Context: an optimization exercise on an open-source flow, tuned for small area and a short achievable clock period. The choices shown serve that exercise and are no tape-out recipe. No run shown here included a check of the RTL's function; only the layout flow was run. No activity file was given, so power comes from the tool's default toggle rates.

==> flow/design.v, too long to show whole: its modules and the start of the top module <==
// module incline_sat: 7 lines
// module cpa_ts: 137 lines
// module cpa_ic: 137 lines
// module cpa_prod: 200 lines
// module desiredDrive: 204 lines
// module desiredDrive_reg: 633 lines
module desiredDrive_reg(
    input clk, rst_n,
    input [11:0] avg_torque,
    input [4:0] cadence,
    input not_pedaling,
    input [12:0] incline,
    input [2:0] scale,
    output logic [11:0] target_curr
);
  // ...
==> flow/flow/run.sh <==
#!/bin/bash
# Layout flow: the standard flow (standard.sh), with these changes:
#  - synthesis: Yosys's generic "synth -run fine:" step skips its early ABC
#    pass (-noabc), so that extract_fa sees the RTL's full adders as written
#    (without the input/output inversions that pass puts around them), and
#    extract_fa looks for full adders only (EXTRACT_FA_ARGS); the rest of
#    synthesis (dfflibmap, the final ABC mapping, flatten, renaming) is as in
#    the standard flow's synthesis;
#  - the port buffers are PORT_BUF cells;
#  - ORFS's timing repair aims for SETUP_SLACK_MARGIN ns of setup slack.
# The SDC, the clock period and every other step are the standard flow's.
set -euo pipefail
HERE=$(pwd)
EXTRACT_FA_ARGS=""
SETUP_MARGIN=7.6
PORT_BUF=sky130_fd_sc_hd__buf_1
# ORFS's synth.tcl with the changes
sed -e 's/synth -top \$::env(DESIGN_NAME) -run fine: {\*}\$synth_full_args/synth -top $::env(DESIGN_NAME) -run fine: -noabc {*}$synth_full_args/' \
    -e "s/extract_fa {\*}\[dont_use_extract_fa_args\]/extract_fa $EXTRACT_FA_ARGS/" \
    "$FLOW_HOME/scripts/synth.tcl" > "$HERE/synth_changed.tcl"
grep -q -- '-run fine: -noabc' "$HERE/synth_changed.tcl"
grep -q -- "^ *extract_fa $EXTRACT_FA_ARGS\$" "$HERE/synth_changed.tcl"
# The standard flow's synthesis wrapper, sourcing the changed synth.tcl
sed "s#source \$::env(SCRIPTS_DIR)/synth.tcl#source $HERE/synth_changed.tcl#" synth_recipe.tcl > "$HERE/flow_synth.tcl"
grep -q "source $HERE/synth_changed.tcl" "$HERE/flow_synth.tcl"
# The standard.sh, pointed at that wrapper
sed "s#SYNTH_SCRIPT=[^ ]*#SYNTH_SCRIPT=$HERE/flow_synth.tcl#" standard.sh > "$HERE/flow_standard.sh"
grep -q "SYNTH_SCRIPT=$HERE/flow_synth.tcl" "$HERE/flow_standard.sh"
bash "$HERE/flow_standard.sh" SETUP_SLACK_MARGIN=$SETUP_MARGIN \
    "BUFFER_PORTS_ARGS=-buffer_cell $PORT_BUF" finish > "$HERE/flow_make.log" 2>&1
==> flow/standard.sh <==
#!/bin/bash
# synth_recipe.tcl (not shown) runs the flow's synth.tcl, then flattens the netlist and writes it again
# the make line also repeats each setting of config.mk as NAME=value (left out here)
make -C /OpenROAD-flow-scripts/flow DESIGN_CONFIG=/design/flow/config.mk WORK_HOME=/design/flow/orfs CLKGATE_MAP_FILE= SYNTH_SCRIPT=/design/flow/synth_recipe.tcl "${@:-finish}"
==> flow/config.mk <==
export PLATFORM = sky130hd
export DESIGN_NAME = desiredDrive_reg
export DESIGN_NICKNAME = desiredDrive_reg
export VERILOG_FILES = /design/flow/design.v
export SDC_FILE = /design/flow/constraint.sdc
export NUM_CORES = 4
export LEC_CHECK = 0
export ABC_AREA = 1
export CAP_MARGIN = 20
export CORE_MARGIN = 2
export CORE_UTILIZATION = 40
export CTS_BUF_LIST = sky130_fd_sc_hd__clkbuf_4 sky130_fd_sc_hd__clkbuf_8
export SLEW_MARGIN = 20
export TNS_END_PERCENT = 5
==> flow/constraint.sdc <==
create_clock -name core_clock -period 13.0 [get_ports {clk}]
set_input_delay 2.6000 -clock core_clock [delete_from_list [all_inputs] [get_ports {clk}]]
set_output_delay 2.6000 -clock core_clock [all_outputs]
set_load 0.01 [all_outputs]
==> run notes, run 1 <==
The run finished with no timing, DRC or antenna violations. For this run, the total global-route usage over all layers was measured as 19.8%. The tools report the routability-driven placement congestion ratio as 0.895. The number of multi-input combinational cells in the layout is 933.

Combinational cell power: 764 µW. Summed over all layers, the global routing overflow is 0. The buffers plus inverters on the worst setup path was 3. Setup repair after global routing could not meet its margin everywhere.

The run gives 0 as the number of nets with antenna violations after routing. The tools report the post-synthesis cell type count as 34. The area of combinational cells with multiple inputs is 0.00798 mm², and the clock slew at the register clock pins of the worst setup and hold paths is 0.09 ns. After layout, the minimum clock period comes to 5.31 ns. Buffers inserted during clock tree synthesis total 5. In the final layout, non-clock buffers account for 2.07% of the cell area.

TritonCTS built the clock tree. The clock arrives with 0.00874 ns of skew. The combinational share of power was 65.8%. In this run the cell area measured after placement is 0.00996 mm². The mapped netlist covers 0.00948 mm². The run gives 0 ns as the total negative setup slack. The die area is 0.0249 mm², and the maximum VDD drop is 0.0000519 V. The worst-margin pin slew is 0.758 ns. Once layout is complete, the utilization of the core stands at 43.5%.
==> module cpa_ts, before the edit <==
module cpa_ts(input [14:0] a, input [14:0] b, output [14:0] s);
wire g1 = a[0] & b[0];
wire g2 = a[1] & b[1];
wire g3 = a[2] & b[2];
wire g4 = a[3] & b[3];
wire g5 = a[4] & b[4];
wire g6 = a[5] & b[5];
wire g7 = a[6] & b[6];
wire g8 = a[7] & b[7];
wire g9 = a[8] & b[8];
wire g10 = a[9] & b[9];
wire g11 = a[10] & b[10];
wire g12 = a[11] & b[11];
wire g13 = a[12] & b[12];
wire g14 = a[13] & b[13];
wire g15 = a[14] & b[14];
wire h16 = a[0] ^ b[0];
wire h17 = a[1] ^ b[1];
wire h18 = a[2] ^ b[2];
wire h19 = a[3] ^ b[3];
wire h20 = a[4] ^ b[4];
wire h21 = a[5] ^ b[5];
wire h22 = a[6] ^ b[6];
wire h23 = a[7] ^ b[7];
wire h24 = a[8] ^ b[8];
wire h25 = a[9] ^ b[9];
wire h26 = a[10] ^ b[10];
wire h27 = a[11] ^ b[11];
wire h28 = a[12] ^ b[12];
wire h29 = a[13] ^ b[13];
wire h30 = a[14] ^ b[14];
wire G31 = g15 | (h30 & g14);
wire P32 = h30 & h29;
wire G33 = g14 | (h29 & g13);
wire P34 = h29 & h28;
wire G35 = g13 | (h28 & g12);
wire P36 = h28 & h27;
wire G37 = g12 | (h27 & g11);
wire P38 = h27 & h26;
wire G39 = g11 | (h26 & g10);
wire P40 = h26 & h25;
wire G41 = g10 | (h25 & g9);
wire P42 = h25 & h24;
wire G43 = g9 | (h24 & g8);
wire P44 = h24 & h23;
wire G45 = g8 | (h23 & g7);
wire P46 = h23 & h22;
wire G47 = g7 | (h22 & g6);
wire P48 = h22 & h21;
wire G49 = g6 | (h21 & g5);
wire P50 = h21 & h20;
wire G51 = g5 | (h20 & g4);
wire P52 = h20 & h19;
wire G53 = g4 | (h19 & g3);
wire P54 = h19 & h18;
wire G55 = g3 | (h18 & g2);
wire P56 = h18 & h17;
wire G57 = g2 | (h17 & g1);
wire P58 = h17 & h16;
wire G59 = G31 | (P32 & G35);
wire P60 = P32 & P36;
wire G61 = G33 | (P34 & G37);
wire P62 = P34 & P38;
wire G63 = G35 | (P36 & G39);
wire P64 = P36 & P40;
wire G65 = G37 | (P38 & G41);
wire P66 = P38 & P42;
wire G67 = G39 | (P40 & G43);
wire P68 = P40 & P44;
wire G69 = G41 | (P42 & G45);
wire P70 = P42 & P46;
wire G71 = G43 | (P44 & G47);
wire P72 = P44 & P48;
wire G73 = G45 | (P46 & G49);
wire P74 = P46 & P50;
wire G75 = G47 | (P48 & G51);
wire P76 = P48 & P52;
wire G77 = G49 | (P50 & G53);
wire P78 = P50 & P54;
wire G79 = G51 | (P52 & G55);
wire P80 = P52 & P56;
wire G81 = G53 | (P54 & G57);
wire P82 = P54 & P58;
wire G83 = G55 | (P56 & g1);
wire P84 = P56 & h16;
wire G85 = G59 | (P60 & G67);
wire P86 = P60 & P68;
wire G87 = G61 | (P62 & G69);
wire P88 = P62 & P70;
wire G89 = G63 | (P64 & G71);
wire P90 = P64 & P72;
wire G91 = G65 | (P66 & G73);
wire P92 = P66 & P74;
wire G93 = G67 | (P68 & G75);
wire P94 = P68 & P76;
wire G95 = G69 | (P70 & G77);
wire P96 = P70 & P78;
wire G97 = G71 | (P72 & G79);
wire P98 = P72 & P80;
wire G99 = G73 | (P74 & G81);
wire P100 = P74 & P82;
wire G101 = G75 | (P76 & G83);
wire P102 = P76 & P84;
wire G103 = G77 | (P78 & G57);
wire P104 = P78 & P58;
wire G105 = G79 | (P80 & g1);
wire P106 = P80 & h16;
wire G107 = G85 | (P86 & G101);
wire P108 = P86 & P102;
wire G109 = G87 | (P88 & G103);
wire P110 = P88 & P104;
wire G111 = G89 | (P90 & G105);
wire P112 = P90 & P106;
wire G113 = G91 | (P92 & G81);
wire P114 = P92 & P82;
wire G115 = G93 | (P94 & G83);
wire P116 = P94 & P84;
wire G117 = G95 | (P96 & G57);
wire P118 = P96 & P58;
wire G119 = G97 | (P98 & g1);
wire P120 = P98 & h16;
wire o121 = h17 ^ g1;
wire o122 = h18 ^ G57;
wire o123 = h19 ^ G83;
wire o124 = h20 ^ G81;
wire o125 = h21 ^ G105;
wire o126 = h22 ^ G103;
wire o127 = h23 ^ G101;
wire o128 = h24 ^ G99;
wire o129 = h25 ^ G119;
wire o130 = h26 ^ G117;
wire o131 = h27 ^ G115;
wire o132 = h28 ^ G113;
wire o133 = h29 ^ G111;
wire o134 = h30 ^ G109;
assign s = {o134, o133, o132, o131, o130, o129, o128, o127, o126, o125, o124, o123, o122, o121, h16};
endmodule
==> module cpa_ic, before the edit <==
module cpa_ic(input [14:0] a, input [14:0] b, output [14:0] s);
wire g1 = a[0] & b[0];
wire g2 = a[1] & b[1];
wire g3 = a[2] & b[2];
wire g4 = a[3] & b[3];
wire g5 = a[4] & b[4];
wire g6 = a[5] & b[5];
wire g7 = a[6] & b[6];
wire g8 = a[7] & b[7];
wire g9 = a[8] & b[8];
wire g10 = a[9] & b[9];
wire g11 = a[10] & b[10];
wire g12 = a[11] & b[11];
wire g13 = a[12] & b[12];
wire g14 = a[13] & b[13];
wire g15 = a[14] & b[14];
wire h16 = a[0] ^ b[0];
wire h17 = a[1] ^ b[1];
wire h18 = a[2] ^ b[2];
wire h19 = a[3] ^ b[3];
wire h20 = a[4] ^ b[4];
wire h21 = a[5] ^ b[5];
wire h22 = a[6] ^ b[6];
wire h23 = a[7] ^ b[7];
wire h24 = a[8] ^ b[8];
wire h25 = a[9] ^ b[9];
wire h26 = a[10] ^ b[10];
wire h27 = a[11] ^ b[11];
wire h28 = a[12] ^ b[12];
wire h29 = a[13] ^ b[13];
wire h30 = a[14] ^ b[14];
wire G31 = g15 | (h30 & g14);
wire P32 = h30 & h29;
wire G33 = g14 | (h29 & g13);
wire P34 = h29 & h28;
wire G35 = g13 | (h28 & g12);
wire P36 = h28 & h27;
wire G37 = g12 | (h27 & g11);
wire P38 = h27 & h26;
wire G39 = g11 | (h26 & g10);
wire P40 = h26 & h25;
wire G41 = g10 | (h25 & g9);
wire P42 = h25 & h24;
wire G43 = g9 | (h24 & g8);
wire P44 = h24 & h23;
wire G45 = g8 | (h23 & g7);
wire P46 = h23 & h22;
wire G47 = g7 | (h22 & g6);
wire P48 = h22 & h21;
wire G49 = g6 | (h21 & g5);
wire P50 = h21 & h20;
wire G51 = g5 | (h20 & g4);
wire P52 = h20 & h19;
wire G53 = g4 | (h19 & g3);
wire P54 = h19 & h18;
wire G55 = g3 | (h18 & g2);
wire P56 = h18 & h17;
wire G57 = g2 | (h17 & g1);
wire P58 = h17 & h16;
wire G59 = G31 | (P32 & G35);
wire P60 = P32 & P36;
wire G61 = G33 | (P34 & G37);
wire P62 = P34 & P38;
wire G63 = G35 | (P36 & G39);
wire P64 = P36 & P40;
wire G65 = G37 | (P38 & G41);
wire P66 = P38 & P42;
wire G67 = G39 | (P40 & G43);
wire P68 = P40 & P44;
wire G69 = G41 | (P42 & G45);
wire P70 = P42 & P46;
wire G71 = G43 | (P44 & G47);
wire P72 = P44 & P48;
wire G73 = G45 | (P46 & G49);
wire P74 = P46 & P50;
wire G75 = G47 | (P48 & G51);
wire P76 = P48 & P52;
wire G77 = G49 | (P50 & G53);
wire P78 = P50 & P54;
wire G79 = G51 | (P52 & G55);
wire P80 = P52 & P56;
wire G81 = G53 | (P54 & G57);
wire P82 = P54 & P58;
wire G83 = G55 | (P56 & g1);
wire P84 = P56 & h16;
wire G85 = G59 | (P60 & G67);
wire P86 = P60 & P68;
wire G87 = G61 | (P62 & G69);
wire P88 = P62 & P70;
wire G89 = G63 | (P64 & G71);
wire P90 = P64 & P72;
wire G91 = G65 | (P66 & G73);
wire P92 = P66 & P74;
wire G93 = G67 | (P68 & G75);
wire P94 = P68 & P76;
wire G95 = G69 | (P70 & G77);
wire P96 = P70 & P78;
wire G97 = G71 | (P72 & G79);
wire P98 = P72 & P80;
wire G99 = G73 | (P74 & G81);
wire P100 = P74 & P82;
wire G101 = G75 | (P76 & G83);
wire P102 = P76 & P84;
wire G103 = G77 | (P78 & G57);
wire P104 = P78 & P58;
wire G105 = G79 | (P80 & g1);
wire P106 = P80 & h16;
wire G107 = G85 | (P86 & G101);
wire P108 = P86 & P102;
wire G109 = G87 | (P88 & G103);
wire P110 = P88 & P104;
wire G111 = G89 | (P90 & G105);
wire P112 = P90 & P106;
wire G113 = G91 | (P92 & G81);
wire P114 = P92 & P82;
wire G115 = G93 | (P94 & G83);
wire P116 = P94 & P84;
wire G117 = G95 | (P96 & G57);
wire P118 = P96 & P58;
wire G119 = G97 | (P98 & g1);
wire P120 = P98 & h16;
wire o121 = h17 ^ g1;
wire o122 = h18 ^ G57;
wire o123 = h19 ^ G83;
wire o124 = h20 ^ G81;
wire o125 = h21 ^ G105;
wire o126 = h22 ^ G103;
wire o127 = h23 ^ G101;
wire o128 = h24 ^ G99;
wire o129 = h25 ^ G119;
wire o130 = h26 ^ G117;
wire o131 = h27 ^ G115;
wire o132 = h28 ^ G113;
wire o133 = h29 ^ G111;
wire o134 = h30 ^ G109;
assign s = {o134, o133, o132, o131, o130, o129, o128, o127, o126, o125, o124, o123, o122, o121, h16};
endmodule
==> inputs of run 2 (changes only) <==
--- a/flow/design.v
+++ b/flow/design.v
@@ -37,109 +37,75 @@
 wire h29 = a[13] ^ b[13];
 wire h30 = a[14] ^ b[14];
-wire G31 = g15 | (h30 & g14);
-wire P32 = h30 & h29;
-wire G33 = g14 | (h29 & g13);
-wire P34 = h29 & h28;
-wire G35 = g13 | (h28 & g12);
-wire P36 = h28 & h27;
-wire G37 = g12 | (h27 & g11);
-wire P38 = h27 & h26;
-wire G39 = g11 | (h26 & g10);
-wire P40 = h26 & h25;
-wire G41 = g10 | (h25 & g9);
-wire P42 = h25 & h24;
-wire G43 = g9 | (h24 & g8);
-wire P44 = h24 & h23;
-wire G45 = g8 | (h23 & g7);
-wire P46 = h23 & h22;
-wire G47 = g7 | (h22 & g6);
-wire P48 = h22 & h21;
-wire G49 = g6 | (h21 & g5);
-wire P50 = h21 & h20;
-wire G51 = g5 | (h20 & g4);
-wire P52 = h20 & h19;
-wire G53 = g4 | (h19 & g3);
-wire P54 = h19 & h18;
-wire G55 = g3 | (h18 & g2);
-wire P56 = h18 & h17;
-wire G57 = g2 | (h17 & g1);
-wire P58 = h17 & h16;
-wire G59 = G31 | (P32 & G35);
-wire P60 = P32 & P36;
-wire G61 = G33 | (P34 & G37);
-wire P62 = P34 & P38;
-wire G63 = G35 | (P36 & G39);
-wire P64 = P36 & P40;
-wire G65 = G37 | (P38 & G41);
-wire P66 = P38 & P42;
-wire G67 = G39 | (P40 & G43);
-wire P68 = P40 & P44;
-wire G69 = G41 | (P42 & G45);
-wire P70 = P42 & P46;
-wire G71 = G43 | (P44 & G47);
-wire P72 = P44 & P48;
-wire G73 = G45 | (P46 & G49);
-wire P74 = P46 & P50;
-wire G75 = G47 | (P48 & G51);
-wire P76 = P48 & P52;
-wire G77 = G49 | (P50 & G53);
-wire P78 = P50 & P54;
-wire G79 = G51 | (P52 & G55);
-wire P80 = P52 & P56;
-wire G81 = G53 | (P54 & G57);
-wire P82 = P54 & P58;
-wire G83 = G55 | (P56 & g1);
-wire P84 = P56 & h16;
-wire G85 = G59 | (P60 & G67);
-wire P86 = P60 & P68;
-wire G87 = G61 | (P62 & G69);
-wire P88 = P62 & P70;
-wire G89 = G63 | (P64 & G71);
-wire P90 = P64 & P72;
-wire G91 = G65 | (P66 & G73);
-wire P92 = P66 & P74;
-wire G93 = G67 | (P68 & G75);
-wire P94 = P68 & P76;
-wire G95 = G69 | (P70 & G77);
-wire P96 = P70 & P78;
-wire G97 = G71 | (P72 & G79);
-wire P98 = P72 & P80;
-wire G99 = G73 | (P74 & G81);
-wire P100 = P74 & P82;
-wire G101 = G75 | (P76 & G83);
-wire P102 = P76 & P84;
-wire G103 = G77 | (P78 & G57);
-wire P104 = P78 & P58;
-wire G105 = G79 | (P80 & g1);
-wire P106 = P80 & h16;
-wire G107 = G85 | (P86 & G101);
-wire P108 = P86 & P102;
-wire G109 = G87 | (P88 & G103);
-wire P110 = P88 & P104;
-wire G111 = G89 | (P90 & G105);
-wire P112 = P90 & P106;
-wire G113 = G91 | (P92 & G81);
-wire P114 = P92 & P82;
-wire G115 = G93 | (P94 & G83);
-wire P116 = P94 & P84;
-wire G117 = G95 | (P96 & G57);
-wire P118 = P96 & P58;
-wire G119 = G97 | (P98 & g1);
-wire P120 = P98 & h16;
-wire o121 = h17 ^ g1;
-wire o122 = h18 ^ G57;
-wire o123 = h19 ^ G83;
-wire o124 = h20 ^ G81;
-wire o125 = h21 ^ G105;
-wire o126 = h22 ^ G103;
-wire o127 = h23 ^ G101;
-wire o128 = h24 ^ G99;
-wire o129 = h25 ^ G119;
-wire o130 = h26 ^ G117;
-wire o131 = h27 ^ G115;
-wire o132 = h28 ^ G113;
-wire o133 = h29 ^ G111;
-wire o134 = h30 ^ G109;
-assign s = {o134, o133, o132, o131, o130, o129, o128, o127, o126, o125, o124, o123, o122, o121, h16};
+wire G31 = g2 | (h17 & g1);
+wire P32 = h17 & h16;
+wire G33 = g4 | (h19 & g3);
+wire P34 = h19 & h18;
+wire G35 = g6 | (h21 & g5);
+wire P36 = h21 & h20;
+wire G37 = g8 | (h23 & g7);
+wire P38 = h23 & h22;
+wire G39 = g10 | (h25 & g9);
+wire P40 = h25 & h24;
+wire G41 = g12 | (h27 & g11);
+wire P42 = h27 & h26;
+wire G43 = g14 | (h29 & g13);
+wire P44 = h29 & h28;
+wire G45 = g3 | (h18 & G31);
+wire P46 = h18 & P32;
+wire G47 = G33 | (P34 & G31);
+wire P48 = P34 & P32;
+wire G49 = g7 | (h22 & G35);
+wire P50 = h22 & P36;
+wire G51 = G37 | (P38 & G35);
+wire P52 = P38 & P36;
+wire G53 = g11 | (h26 & G39);
+wire P54 = h26 & P40;
+wire G55 = G41 | (P42 & G39);
+wire P56 = P42 & P40;
+wire G57 = g15 | (h30 & G43);
+wire P58 = h30 & P44;
+wire G59 = g5 | (h20 & G47);
+wire P60 = h20 & P48;
+wire G61 = G35 | (P36 & G47);
+wire P62 = P36 & P48;
+wire G63 = G49 | (P50 & G47);
+wire P64 = P50 & P48;
+wire G65 = G51 | (P52 & G47);
+wire P66 = P52 & P48;
+wire G67 = g13 | (h28 & G55);
+wire P68 = h28 & P56;
+wire G69 = G43 | (P44 & G55);
+wire P70 = P44 & P56;
+wire G71 = G57 | (P58 & G55);
+wire P72 = P58 & P56;
+wire G73 = g9 | (h24 & G65);
+wire P74 = h24 & P66;
+wire G75 = G39 | (P40 & G65);
+wire P76 = P40 & P66;
+wire G77 = G53 | (P54 & G65);
+wire P78 = P54 & P66;
+wire G79 = G55 | (P56 & G65);
+wire P80 = P56 & P66;
+wire G81 = G67 | (P68 & G65);
+wire P82 = P68 & P66;
+wire G83 = G69 | (P70 & G65);
+wire P84 = P70 & P66;
+wire G85 = G71 | (P72 & G65);
+wire P86 = P72 & P66;
+wire o87 = h17 ^ g1;
+wire o88 = h18 ^ G31;
+wire o89 = h19 ^ G45;
+wire o90 = h20 ^ G47;
+wire o91 = h21 ^ G59;
+wire o92 = h22 ^ G61;
+wire o93 = h23 ^ G63;
+wire o94 = h24 ^ G65;
+wire o95 = h25 ^ G73;
+wire o96 = h26 ^ G75;
+wire o97 = h27 ^ G77;
+wire o98 = h28 ^ G79;
+wire o99 = h29 ^ G81;
+wire o100 = h30 ^ G83;
+assign s = {o100, o99, o98, o97, o96, o95, o94, o93, o92, o91, o90, o89, o88, o87, h16};
 endmodule
 module cpa_ic(input [14:0] a, input [14:0] b, output [14:0] s);
@@ -174,109 +140,75 @@
 wire h29 = a[13] ^ b[13];
 wire h30 = a[14] ^ b[14];
-wire G31 = g15 | (h30 & g14);
-wire P32 = h30 & h29;
-wire G33 = g14 | (h29 & g13);
-wire P34 = h29 & h28;
-wire G35 = g13 | (h28 & g12);
-wire P36 = h28 & h27;
-wire G37 = g12 | (h27 & g11);
-wire P38 = h27 & h26;
-wire G39 = g11 | (h26 & g10);
-wire P40 = h26 & h25;
-wire G41 = g10 | (h25 & g9);
-wire P42 = h25 & h24;
-wire G43 = g9 | (h24 & g8);
-wire P44 = h24 & h23;
-wire G45 = g8 | (h23 & g7);
-wire P46 = h23 & h22;
-wire G47 = g7 | (h22 & g6);
-wire P48 = h22 & h21;
-wire G49 = g6 | (h21 & g5);
-wire P50 = h21 & h20;
-wire G51 = g5 | (h20 & g4);
-wire P52 = h20 & h19;
-wire G53 = g4 | (h19 & g3);
-wire P54 = h19 & h18;
-wire G55 = g3 | (h18 & g2);
-wire P56 = h18 & h17;
-wire G57 = g2 | (h17 & g1);
-wire P58 = h17 & h16;
-wire G59 = G31 | (P32 & G35);
-wire P60 = P32 & P36;
-wire G61 = G33 | (P34 & G37);
-wire P62 = P34 & P38;
-wire G63 = G35 | (P36 & G39);
-wire P64 = P36 & P40;
-wire G65 = G37 | (P38 & G41);
-wire P66 = P38 & P42;
-wire G67 = G39 | (P40 & G43);
-wire P68 = P40 & P44;
-wire G69 = G41 | (P42 & G45);
-wire P70 = P42 & P46;
-wire G71 = G43 | (P44 & G47);
-wire P72 = P44 & P48;
-wire G73 = G45 | (P46 & G49);
-wire P74 = P46 & P50;
-wire G75 = G47 | (P48 & G51);
-wire P76 = P48 & P52;
-wire G77 = G49 | (P50 & G53);
-wire P78 = P50 & P54;
-wire G79 = G51 | (P52 & G55);
-wire P80 = P52 & P56;
-wire G81 = G53 | (P54 & G57);
-wire P82 = P54 & P58;
-wire G83 = G55 | (P56 & g1);
-wire P84 = P56 & h16;
-wire G85 = G59 | (P60 & G67);
-wire P86 = P60 & P68;
-wire G87 = G61 | (P62 & G69);
-wire P88 = P62 & P70;
-wire G89 = G63 | (P64 & G71);
-wire P90 = P64 & P72;
-wire G91 = G65 | (P66 & G73);
-wire P92 = P66 & P74;
-wire G93 = G67 | (P68 & G75);
-wire P94 = P68 & P76;
-wire G95 = G69 | (P70 & G77);
-wire P96 = P70 & P78;
-wire G97 = G71 | (P72 & G79);
-wire P98 = P72 & P80;
-wire G99 = G73 | (P74 & G81);
-wire P100 = P74 & P82;
-wire G101 = G75 | (P76 & G83);
-wire P102 = P76 & P84;
-wire G103 = G77 | (P78 & G57);
-wire P104 = P78 & P58;
-wire G105 = G79 | (P80 & g1);
-wire P106 = P80 & h16;
-wire G107 = G85 | (P86 & G101);
-wire P108 = P86 & P102;
-wire G109 = G87 | (P88 & G103);
-wire P110 = P88 & P104;
-wire G111 = G89 | (P90 & G105);
-wire P112 = P90 & P106;
-wire G113 = G91 | (P92 & G81);
-wire P114 = P92 & P82;
-wire G115 = G93 | (P94 & G83);
-wire P116 = P94 & P84;
-wire G117 = G95 | (P96 & G57);
-wire P118 = P96 & P58;
-wire G119 = G97 | (P98 & g1);
-wire P120 = P98 & h16;
-wire o121 = h17 ^ g1;
-wire o122 = h18 ^ G57;
-wire o123 = h19 ^ G83;
-wire o124 = h20 ^ G81;
-wire o125 = h21 ^ G105;
-wire o126 = h22 ^ G103;
-wire o127 = h23 ^ G101;
-wire o128 = h24 ^ G99;
-wire o129 = h25 ^ G119;
-wire o130 = h26 ^ G117;
-wire o131 = h27 ^ G115;
-wire o132 = h28 ^ G113;
-wire o133 = h29 ^ G111;
-wire o134 = h30 ^ G109;
-assign s = {o134, o133, o132, o131, o130, o129, o128, o127, o126, o125, o124, o123, o122, o121, h16};
+wire G31 = g2 | (h17 & g1);
+wire P32 = h17 & h16;
+wire G33 = g4 | (h19 & g3);
+wire P34 = h19 & h18;
+wire G35 = g6 | (h21 & g5);
+wire P36 = h21 & h20;
+wire G37 = g8 | (h23 & g7);
+wire P38 = h23 & h22;
+wire G39 = g10 | (h25 & g9);
+wire P40 = h25 & h24;
+wire G41 = g12 | (h27 & g11);
+wire P42 = h27 & h26;
+wire G43 = g14 | (h29 & g13);
+wire P44 = h29 & h28;
+wire G45 = g3 | (h18 & G31);
+wire P46 = h18 & P32;
+wire G47 = G33 | (P34 & G31);
+wire P48 = P34 & P32;
+wire G49 = g7 | (h22 & G35);
+wire P50 = h22 & P36;
+wire G51 = G37 | (P38 & G35);
+wire P52 = P38 & P36;
+wire G53 = g11 | (h26 & G39);
+wire P54 = h26 & P40;
+wire G55 = G41 | (P42 & G39);
+wire P56 = P42 & P40;
+wire G57 = g15 | (h30 & G43);
+wire P58 = h30 & P44;
+wire G59 = g5 | (h20 & G47);
+wire P60 = h20 & P48;
+wire G61 = G35 | (P36 & G47);
+wire P62 = P36 & P48;
+wire G63 = G49 | (P50 & G47);
+wire P64 = P50 & P48;
+wire G65 = G51 | (P52 & G47);
+wire P66 = P52 & P48;
+wire G67 = g13 | (h28 & G55);
+wire P68 = h28 & P56;
+wire G69 = G43 | (P44 & G55);
+wire P70 = P44 & P56;
+wire G71 = G57 | (P58 & G55);
+wire P72 = P58 & P56;
+wire G73 = g9 | (h24 & G65);
+wire P74 = h24 & P66;
+wire G75 = G39 | (P40 & G65);
+wire P76 = P40 & P66;
+wire G77 = G53 | (P54 & G65);
+wire P78 = P54 & P66;
+wire G79 = G55 | (P56 & G65);
+wire P80 = P56 & P66;
+wire G81 = G67 | (P68 & G65);
+wire P82 = P68 & P66;
+wire G83 = G69 | (P70 & G65);
+wire P84 = P70 & P66;
+wire G85 = G71 | (P72 & G65);
+wire P86 = P72 & P66;
+wire o87 = h17 ^ g1;
+wire o88 = h18 ^ G31;
+wire o89 = h19 ^ G45;
+wire o90 = h20 ^ G47;
+wire o91 = h21 ^ G59;
+wire o92 = h22 ^ G61;
+wire o93 = h23 ^ G63;
+wire o94 = h24 ^ G65;
+wire o95 = h25 ^ G73;
+wire o96 = h26 ^ G75;
+wire o97 = h27 ^ G77;
+wire o98 = h28 ^ G79;
+wire o99 = h29 ^ G81;
+wire o100 = h30 ^ G83;
+assign s = {o100, o99, o98, o97, o96, o95, o94, o93, o92, o91, o90, o89, o88, o87, h16};
 endmodule
 module cpa_prod(input [27:0] a, input [27:0] b, output [12:0] s);
==> run 2 against run 1 <==
Against the previous run: die area decreased by 2.1%; via count down 4.1%; clock skew up 0.0038 ns; largest cell class unchanged; count of clock-buffer cells in the layout unchanged; total power decreased by 2.4%; combinational power shrank 4.8%; register-to-register slack gained 0.07 ns; setup slack got worse by 0.016 ns; critical path depth down 1; hold slack lost 0.0026 ns.
==> run notes, run 2 <==
The flow ran to the end and the layout has no timing, DRC or antenna violations. The post-layout net count is 1,423 (was 1,467), and the max-slew violation count is 0 (unchanged). The cell row count is 55 (was 56). The origin of the worst min-delay path was valid (unchanged). The leftover overflow at the end of global routing was 0 (unchanged); the number of antenna violations at the first check in global routing was 0 (unchanged). The synthesized area per cell came out at 8.52 µm² (was 8.33 µm²). The top cell type by total area after synthesis was fa_1 (unchanged). For the number of cells after detailed placement, the log shows 1,378 (was 1,463).

Number of maximum-capacitance constraint violations: 0 (unchanged). For the total negative setup slack, the log shows 0 ns (unchanged). The primary flip-flop cell chosen by synthesis mapping is dfxtp_1 (unchanged). Standard cell area after detailed placement: 0.00972 mm² (was 0.00996 mm²).

Port buffer count: 47 (unchanged). Arrival time of the worst setup path: 5.57 ns (was 5.59 ns). Relative slew slack: 47.2% (was 49.5%). Startpoint kind of the worst setup timing path: a primary input (unchanged).

The final critical-path required period is 5.33 ns (was 5.31 ns). The routed via count divided by cell count was 5.17 (was 5.10); the effective utilization at floorplan was 40.8% (was 40.6%). The flop and latch count out of synthesis is 44 (unchanged). The launching point of the worst reg2reg path was ic_rn[2] (was ts_rn[6]). The placed wire-length estimate came out at 16,800 µm (was 17,900 µm). The type of the tightest min-delay check is flop to flop (unchanged). For the post-place setup slack, the log shows 7.10 ns (was 7.14 ns). The standby leakage power was 0.00570 µW (was 0.00574 µW); the portion of the clock cycle consumed by the worst path in the final layout was 41.0% (was 40.9%). The x dimension of the die was 156 µm (was 158 µm). The tools report the global-route wire length before repair as 37,600 µm (was 38,800 µm). The most common cell after layout, fill and taps aside is nor2_1 (unchanged).

The run gives 2 (unchanged) as the maximum buffer depth of the clock tree. The initial detailed-routing violation count came out at 385 (was 392). Timing startpoint of the critical path: cadence[4] (was incline[1]). The per-cell routed wire length is 15.3 µm (was 15.4 µm). The number of iterations in the first detailed-routing pass was 5 (unchanged). The count of flip-flops with a built-in enable after synthesis works out to 0 (unchanged). The tools report the kind of end point of the critical path as a flop (unchanged). The run gives 0 (unchanged) as the antenna cell count.

The layout-stage area growth over the synthesis result was 8.67% (was 7.04%). The required time at the worst-slack endpoint came out at 13.24 ns (was 13.27 ns). The run gives 5 (unchanged) as the CTS buffer count.

Setup repair after global routing could not meet its margin everywhere. The share of the yosys chip area belonging to registers is 10.3% (was 10.0%), and the routability-driven placement congestion ratio is 0.893 (was 0.895). The run gives 0.0101 mm² (about the same) as the total non-filler cell area in the finished layout. Synthesized instance count: 1,087 (was 1,138). The maximum VDD drop came out at 0.0000843 V (was 0.0000519 V). The number of failing setup endpoints in the final timing report was 0 (unchanged). The maximum achievable frequency is 188 MHz (about the same). The global-route usage over all layers came out at 19.4% (was 19.8%).

The clock tree root driver cell was clkbuf_8 (unchanged). The total power divided by cell area was 112 mW/mm² (was 114 mW/mm²); the core area was 0.0227 mm² (was 0.0233 mm²). The worst setup skew after layout was 0.0125 ns (was 0.00874 ns); the I/O pin total was 48 (unchanged). The logs give 44 (unchanged) for the total number of clock tree sinks and 7,187 (was 7,498) for the count of vias placed by the detailed router. The clock latency on the worst-skew pair is 0.33 ns (about the same), and the worst-margin pin slew is 0.793 ns (was 0.758 ns). Met3 track demand over resource in global routing: 2.36% (was 1.83%). The tools report the post-route non-filler standard cell count as 1,389 (was 1,471).

The maximum net fanout on the critical path is 6 (unchanged). The post-synthesis cell type count was 33 (was 34); the proportion of register bits with asynchronous set or reset after synthesis was 31.8% (unchanged). Maximum number of pins on one net before global-route repair: 16 (unchanged). Largest registers in the final layout: ic_rn x15, ts_rn x15, curr_r x12 (unchanged). The slack of the worst reg-to-reg path is 7.86 ns (was 7.79 ns), and the number of warning messages in the yosys log is 1 (unchanged). The top-area cell type share of the netlist area is 45.4% (was 43.5%). The logs give 0 (unchanged) for the number of nets with antenna violations after routing and 25.9% (was 27.8%) for the met1 layer usage reported by global route. The hold violation count in the final report is 0 (unchanged), and the clock slew at the register clock pins of the worst setup and hold paths is 0.10 ns (was 0.09 ns). Leading post-synthesis cells by cell area: fa_1, nor2_1, ha_1 (unchanged).

The busiest layer in global routing is met2 (unchanged). The wire length reported by the detailed router came out at 21,300 µm (was 22,600 µm). The chip height was 156 µm (was 158 µm); the post-synth net total was 1,407 (was 1,454).

Most frequent cells after synthesis: nor2_1, fa_1, nand2_1, inv_1, ha_1 (unchanged). Via count of the first global-routing pass: 7,739 (was 7,632). For the remaining design rule violation count, the log shows 0 (unchanged). TritonCTS built the clock tree.

The deepest level of the CTS H-tree was 2 (unchanged); the met2 demand-to-capacity share in global routing was 33.8% (was 33.6%). The fraction of layout instances using a drive strength above 1 works out to 9.60% (was 7.29%). The classification of the worst setup path was primary input to flop (unchanged).

The die area is 0.0244 mm² (was 0.0249 mm²), and the cell area after synthesis is 0.00927 mm² (was 0.00948 mm²). Most frequent cells in the layout: nor2_1, fa_1, nand2_1, inv_1, ha_1 (unchanged). The most common cell in the synthesized netlist is nor2_1 (unchanged).

The worst setup margin was 7.67 ns (was 7.69 ns).
## run 2: final timing paths
check,to,cells after the start
max,ic_rn[9],15
min,curr_r[0],2
max reg2reg,curr_r[2],15
min reg2reg,curr_r[0],2
max in group asynchronous,curr_r[7],1
min in group asynchronous,curr_r[1],1
## run 2: per-layer routing
metal	wire length, µm	vias to the layer above	part of all wire [%]
met1	9420	3627	44
li1	-	3350	-
met2	10600	186	50
met5	0	-	0
met3	935	24	4.4
met4	326	0	1.5
## run 2: stage by stage
step	power, µW	hold WS [ns]	utilization, %
after floorplan	799	0.490	-
after global placement	984	0.724	42.8
after detailed placement	994	0.723	42.8
after CTS	1120	0.732	43.4
after global routing	1280	0.793	44.3
final	1130	0.722	44.3
## run 2: worst max-delay path: stages
cell and delay (ns):
buf_12 0.11, nand2_4 0.06, inv_2 0.03, fa_2 0.57
fa_1 0.42, fa_1 0.60, ha_4 0.23, nand2_2 0.07
inv_2 0.04, nand3_2 0.08, nand3_4 0.09, fa_2 0.38
xnor2_2 0.14, o21ai_1 0.11, inv_1 0.04
## run 2: report_power, final
group          internal [µW]  leakage [µW]  switching, µW
registers                177      0.000435            116
logic                    318       0.00520            409
clock network           57.9     0.0000583           55.5
total                    553       0.00570            580
## run 2: what timing repair did
action                     CTS  global route
hold buffers                 0             0
resized for setup           25            77
pin swaps                    0            16
setup endpoints to repair    9            15
buffers inserted             0             3
## run 2: kinds of logic (layout without fill, tap and decap cells)
group                    Yosys count  in the layout  synth area share [%]
AO/OA/AOI/OAI                     77             77                  4.67
XOR/XNOR                          12             12                  1.13
flip-flops                        44             44                  10.3
buffers and inverters            162            179                  6.72
AND/OR/NAND/NOR                  507            507                  21.8
adder cells (fa/ha/maj)          284            284                  55.4
other                              1              1                0.0405
## run 2: layout make-up
type / instances / area [µm²]
clock buffer: 5 / 68.8
inverter: 120 / 450
clock inverter: 3 / 47.5
tap: 285 / 357
multi-input combinational: 881 / 7840
fill: 2273 / 12600
timing repair buffer: 51 / 280
sequential: 44 / 1030

==> what the ideal ports hide <==
How much do the figures lean on ideal ports? The routed layouts below were timed once more, with nothing changed but the port constraints. Step 1: set_driving_cell puts a clkbuf_16 on clk and a buf_2 on each other input, an assumption about the parent block. Step 2 moves the port delays by t, midway between the first and last clock arrival at a register: inputs arrive t later, outputs are due t later. That takes back most of the time a late clock gives input paths. Slacks: ideal / step 1 / step 2; pairs: ideal / step 1.
| run | t, ns | setup WS [ns] | worst register clock-pin slew, ns |
|---|---|---|---|
| run 1 | 0.361 | 7.688 / 7.704 / 7.343 | 0.09 / 0.09 |
| run 2 | 0.362 | 7.672 / 7.661 / 7.298 | 0.10 / 0.10 |
After both steps setup and hold are still met in every run listed. For run 2, which loses most, drivers alone change the setup slack by -0.011 ns; drivers and shift together by -0.374 ns.
